Source: an optimization exercise on an open RTL-to-GDS flow (aim: small area, a short achievable clock period and few clock cycles per item). Production flows keep margins and buffers that such runs may drop.
In this exercise RTL edits were held to simulation tests only and were not proved equivalent to the original.
Power and IR drop assume default switching activity.

## design/flow/design.v

```verilog
module mult(
      input  reset,
      input  clk,
      input  [31:0] a_in,
      input  [31:0] b_in,
      input  start,
      output logic [63:0] product,
      output logic done);
      reg [7:0] count; 
      reg cycleAlternator;
      reg startRegister;
      reg carry; 
      always_ff @(posedge clk, posedge reset) begin
            if (reset) begin 
                  count <= '0;
                  product <= '0;
                  cycleAlternator <= 1'b1;
                  done <= 0;
                  startRegister <= 1'b0;
                  carry <= 1'b0;
            end
            else if (start || startRegister) begin
                  startRegister <= 1;
                  if (!count) begin 
                        product <= b_in; 
                        count <= count + 7'b1;
                        carry <= 1'b0;
                        done <= 0;
                  end
                  else begin
                        if (count == 7'b1000001) begin 
                              done <= 1;
                              count <= '0;
                              startRegister <= 1'b0;
                        end
                        else begin
                              if (cycleAlternator) begin
                                    if (product[0]) begin 
                                          {carry, product[63:32]} <= product [63:32] + a_in; 
                                          cycleAlternator <= !cycleAlternator;
                                    end
                                    else begin
                                          cycleAlternator <= !cycleAlternator; 
                                    end
                              end
                              else begin
                                    cycleAlternator <= !cycleAlternator;
                                    product <= {carry, product[63:1]};
                                    carry <= 1'b0;
                              end
                              count <= count + 7'b1; 
                        end
                  end
            end
            else
                  count <= 0; 
      end
endmodule
```

## design/flow/run.sh

```bash
#!/bin/bash
# synth_recipe.tcl (not shown) runs the flow's synth.tcl, then flattens the netlist and writes it again
# the make line also repeats each setting of config.mk as NAME=value (left out here)
make -C /OpenROAD-flow-scripts/flow DESIGN_CONFIG=/design/flow/config.mk WORK_HOME=/design/flow/orfs CLKGATE_MAP_FILE= SYNTH_SCRIPT=/design/flow/synth_recipe.tcl finish
```

## design/flow/config.mk

```make
export PLATFORM = sky130hd
export DESIGN_NAME = mult
export DESIGN_NICKNAME = mult
export VERILOG_FILES = /design/flow/design.v
export SDC_FILE = /design/flow/constraint.sdc
export NUM_CORES = 4
export LEC_CHECK = 0
export CAP_MARGIN = 20
export CORE_MARGIN = 2
export CORE_UTILIZATION = 40
export PLACE_DENSITY = 0.6
export SLEW_MARGIN = 20
```

## design/flow/constraint.sdc

```tcl
create_clock -name core_clock -period 4.0 [get_ports {clk}]
set_input_delay 0.8000 -clock core_clock [delete_from_list [all_inputs] [get_ports {clk}]]
set_output_delay 0.8000 -clock core_clock [all_outputs]
set_load 0.01 [all_outputs]
```

==> flow_summary_export.csv <==
group,metric,value,unit
cts,postCtsResizedCells,0,
detailed_routing,wl_per_cell,16.5,um
timing,final-setup-viol-count,0,
cts,clk_latency,0.34,ns
synth,syn_nets,670,
floorplan,die_h,118,um
placement,gp_congestion,0.841,
placement,port_buffers,131,
setup_path,arrival,3.57,ns
timing,relSlewSlack,0.436,
synth,ys_warn_count,1,
cts,tritoncts,"built",
final_layout,diodes,0,
timing,tightest_slew,0.846,ns
synth,yosys_register_bits,76,
placement,hpwl,10300,um
synth,synth_most_common_cell,"dfrtp_1",
cts,cts_buffer_depth,2,
synth,synth_cell_type_count,61,
synth,netlist.top_cell.by_area,"dfrtp_1",
setup_path,cp-end-kind,"flip-flop",
synth,syn_area_per_cell,9.16,um2
grt,grt_util_all_layers,0.208,
synth,ys_seq_area_frac,0.367,
cts,path_clk_slew,0.06,ns
power_and_ir_drop,ir_drop,0.000434,V
worst_hold_path,hold_class,"flip-flop to flip-flop",
job,maxCapViolCount,0,
setup_path,crit_required,4.19,ns
timing,min_period,3.39,ns
run_status,status,"complete, no violations",
power_and_ir_drop,power,5710,uW
grt,grt_max_degree,77,
grt,grt_overflow,0,
detailed_routing,drc_errors,0,
detailed_routing,drtIter0Drc,265,
power_and_ir_drop,swShare,0.436,
floorplan,die_width,118,um
power_and_ir_drop,seqPwrFrac,0.265,
grt,grt_pass1_wl,23700,um
timing,skew,0.00713,ns
floorplan,ios,132,
final_layout,area_growth_syn_to_layout,34.1,%
power_and_ir_drop,power_per_cell_area,820,nW/um2
setup_path,critPathKind,"primary input to flip-flop",
cts,cts_root_buffer,"clkbuf_16",
final_layout,fillCellCount,1194,
floorplan,die-area,13900,um2
synth,yosysTopAreaCellShare,0.362,
cts,htree_num_levels,3,
detailed_routing,dr.pass1.iters,7,
power_and_ir_drop,p_clk_frac,0.153,
floorplan,num_rows,41,
synth,synth_area_leaders,"dfrtp_1 (36%), ha_1 (8.4%), mux2i_1 (8.1%)",
final_layout,nets,787,
timing,fmax,0.295,GHz
floorplan,core,12700,um2
grt,grt_pass1_vias,4675,
timing,slew_viol_final,0,
timing,fin_crit_sh,0.847,
synth,synth.cell_area,5190,um2
detailed_routing,num_vias,4714,
detailed_routing,routed_via_density,5.48,
power_and_ir_drop,p_int,3220,uW
timing,rsz0062_at_grt,"false",
cts,post_cts_buffers,0,
final_layout,drive_above_1_share,0.0538,
final_layout,multiInputGateArea,3120,um2
timing,finalHoldViolCount,0,
synth,synth_cells,567,
detailed_routing,final_antenna_net_count,0,
cts,numClockSinks,76,
synth,synth_enable_flop_cells,0,
final_layout,seqCellArea,1900,um2
timing,final.setup.tns,0,ns
setup_path,cp_max_fo,4,
power_and_ir_drop,combPwrFrac,0.582,
synth,synthTopCellsByCount,"dfrtp_1 (75), nand2_1 (65), o21ai_0 (64), mux2i_1 (42), ha_1 (35)",
cts,cts_hold_buffers,0,
setup_path,start_kind,"primary input",
synth,synth_flop_cell,"dfrtp_1",
cts,cts_buffers,9,
power_and_ir_drop,power.switching,2490,uW
grt,antenna_found_initial,0,
floorplan,start_util,0.410,
detailed_routing,totalWireLength,14200,um
power_and_ir_drop,leakagePower,0.00295,uW
synth,async_reset_ff_frac,1.00,
routing by layer:
metal | track usage | share of wire | up-vias
met5 | 0 | 0 | -
met4 | 0.0617 | 0.012 | 0
met3 | 0.0441 | 0.040 | 16
met2 | 0.340 | 0.48 | 109
met1 | 0.277 | 0.47 | 2267
li1 | - | - | 2322
power groups by stage:
stage / Combinational, uW / Sequential [uW] / Clock [uW]
2_1_floorplan: 2110 / 1530 / 0
3_3_place_gp: 3290 / 1510 / 0
3_5_place_dp: 3330 / 1520 / 0
4_1_cts: 3340 / 1520 / 903
5_1_grt: 3690 / 1570 / 930
6_report: 3320 / 1510 / 873
placed cells by master, fill, tap and decap left out, types with 12 or more instances in the layout:
cell / instances
a21o_1: 24
a21oi_1: 34
a22oi_1: 16
clkdlybuf4s50_1: 131
dfrtp_1: 75
ha_1: 35
mux2i_1: 42
nand2_1: 65
nand3_1: 15
nor2_1: 31
o21ai_0: 64
xnor2_1: 12
xor2_1: 17
area by class of cell:
class	count	area share
Tap cell	172	0.0309
Clock inverter	6	0.0129
Multi-Input combinational cell	451	0.448
Timing Repair Buffer	138	0.198
Clock buffer	9	0.0324
Inverter	8	0.00431
Sequential cell	76	0.273
metrics by stage:
stage / hold WS (ns) / setup WS, ns / cells / util / cell area, um2
after CTS: 0.510 / 0.605 / 860 / 0.549 / 6960
after global placement: 0.487 / 0.315 / 845 / 0.524 / 6650
after global routing: 0.541 / 0.382 / 860 / 0.549 / 6960
after floorplan: 0.479 / 0.944 / 567 / - / 5190
after detailed placement: 0.495 / 0.244 / 845 / 0.524 / 6650
final: 0.504 / 0.613 / 860 / 0.549 / 6960
critical path, cell delays in order:
cell and delay (ns):
clkdlybuf4s50_1 0.41, ha_1 0.23, fa_1 0.43, a211oi_1 0.37, o21bai_2 0.12, a21oi_2 0.23
o21ba_2 0.26, a22oi_1 0.14, a221oi_1 0.33, xor2_1 0.17, o21ai_0 0.08
sequential cells by signal (all words and copies together), names as in the netlist:
register / cells
product: 64
count: 8
cycleAlternator: 1
startRegister: 1
done: 1
carry: 1
final timing paths:
check                             from  slack (ns)  cells past startpoint         endpoint
min reg2reg                product[12]        0.50                      2      product[12]
max in group asynchronous        reset        2.76                      3  cycleAlternator
max                            a_in[0]        0.61                     11      product[54]
min in group asynchronous        reset        0.90                      3       product[7]
max reg2reg                product[32]        1.07                     10      product[54]
min                        product[12]        0.50                      2      product[12]
cells by family (layout without fill, tap and decap cells):
kind of cell	after synthesis	count (layout)	share of synthesized area
flops	76	76	0.367
xor+xnor	29	29	0.0489
simple gates	148	148	0.132
buf+inv	40	161	0.0337
mux	43	43	0.0832
compound gates	195	195	0.248
fa+ha+maj	36	36	0.0882
Testbench counts, summed over its fixed seeds: cycles 79,200, items 1,200.

-- what the ideal ports hide --
Ports are ideal in the flow. The routed layout listed here was re-timed in OpenROAD.
Step 1 sets driving cells, clkbuf_16 on the clock port and buf_2 on the other inputs (assumed; they add their load-dependent delay and slew).
Step 2 adds t to the input delays and takes it off the output delays; t is the mean of the earliest and latest rising clock arrival at the registers after step 1. Input paths then give back, and output paths get back, about the clock's delay inside the block.
Slacks: ideal / step 1 / step 2; pairs: ideal / step 1.
t (ns): 0.373
setup slack, ns: 0.613 / 0.623 / 0.250
clock arrival spread, ns: 0.008 / 0.008
slew at the worst register clock pin (ns): 0.06 / 0.06
After both steps setup and hold are still met in this run. The setup slack of this run moves by +0.010 ns with the drivers and by -0.363 ns with both steps.
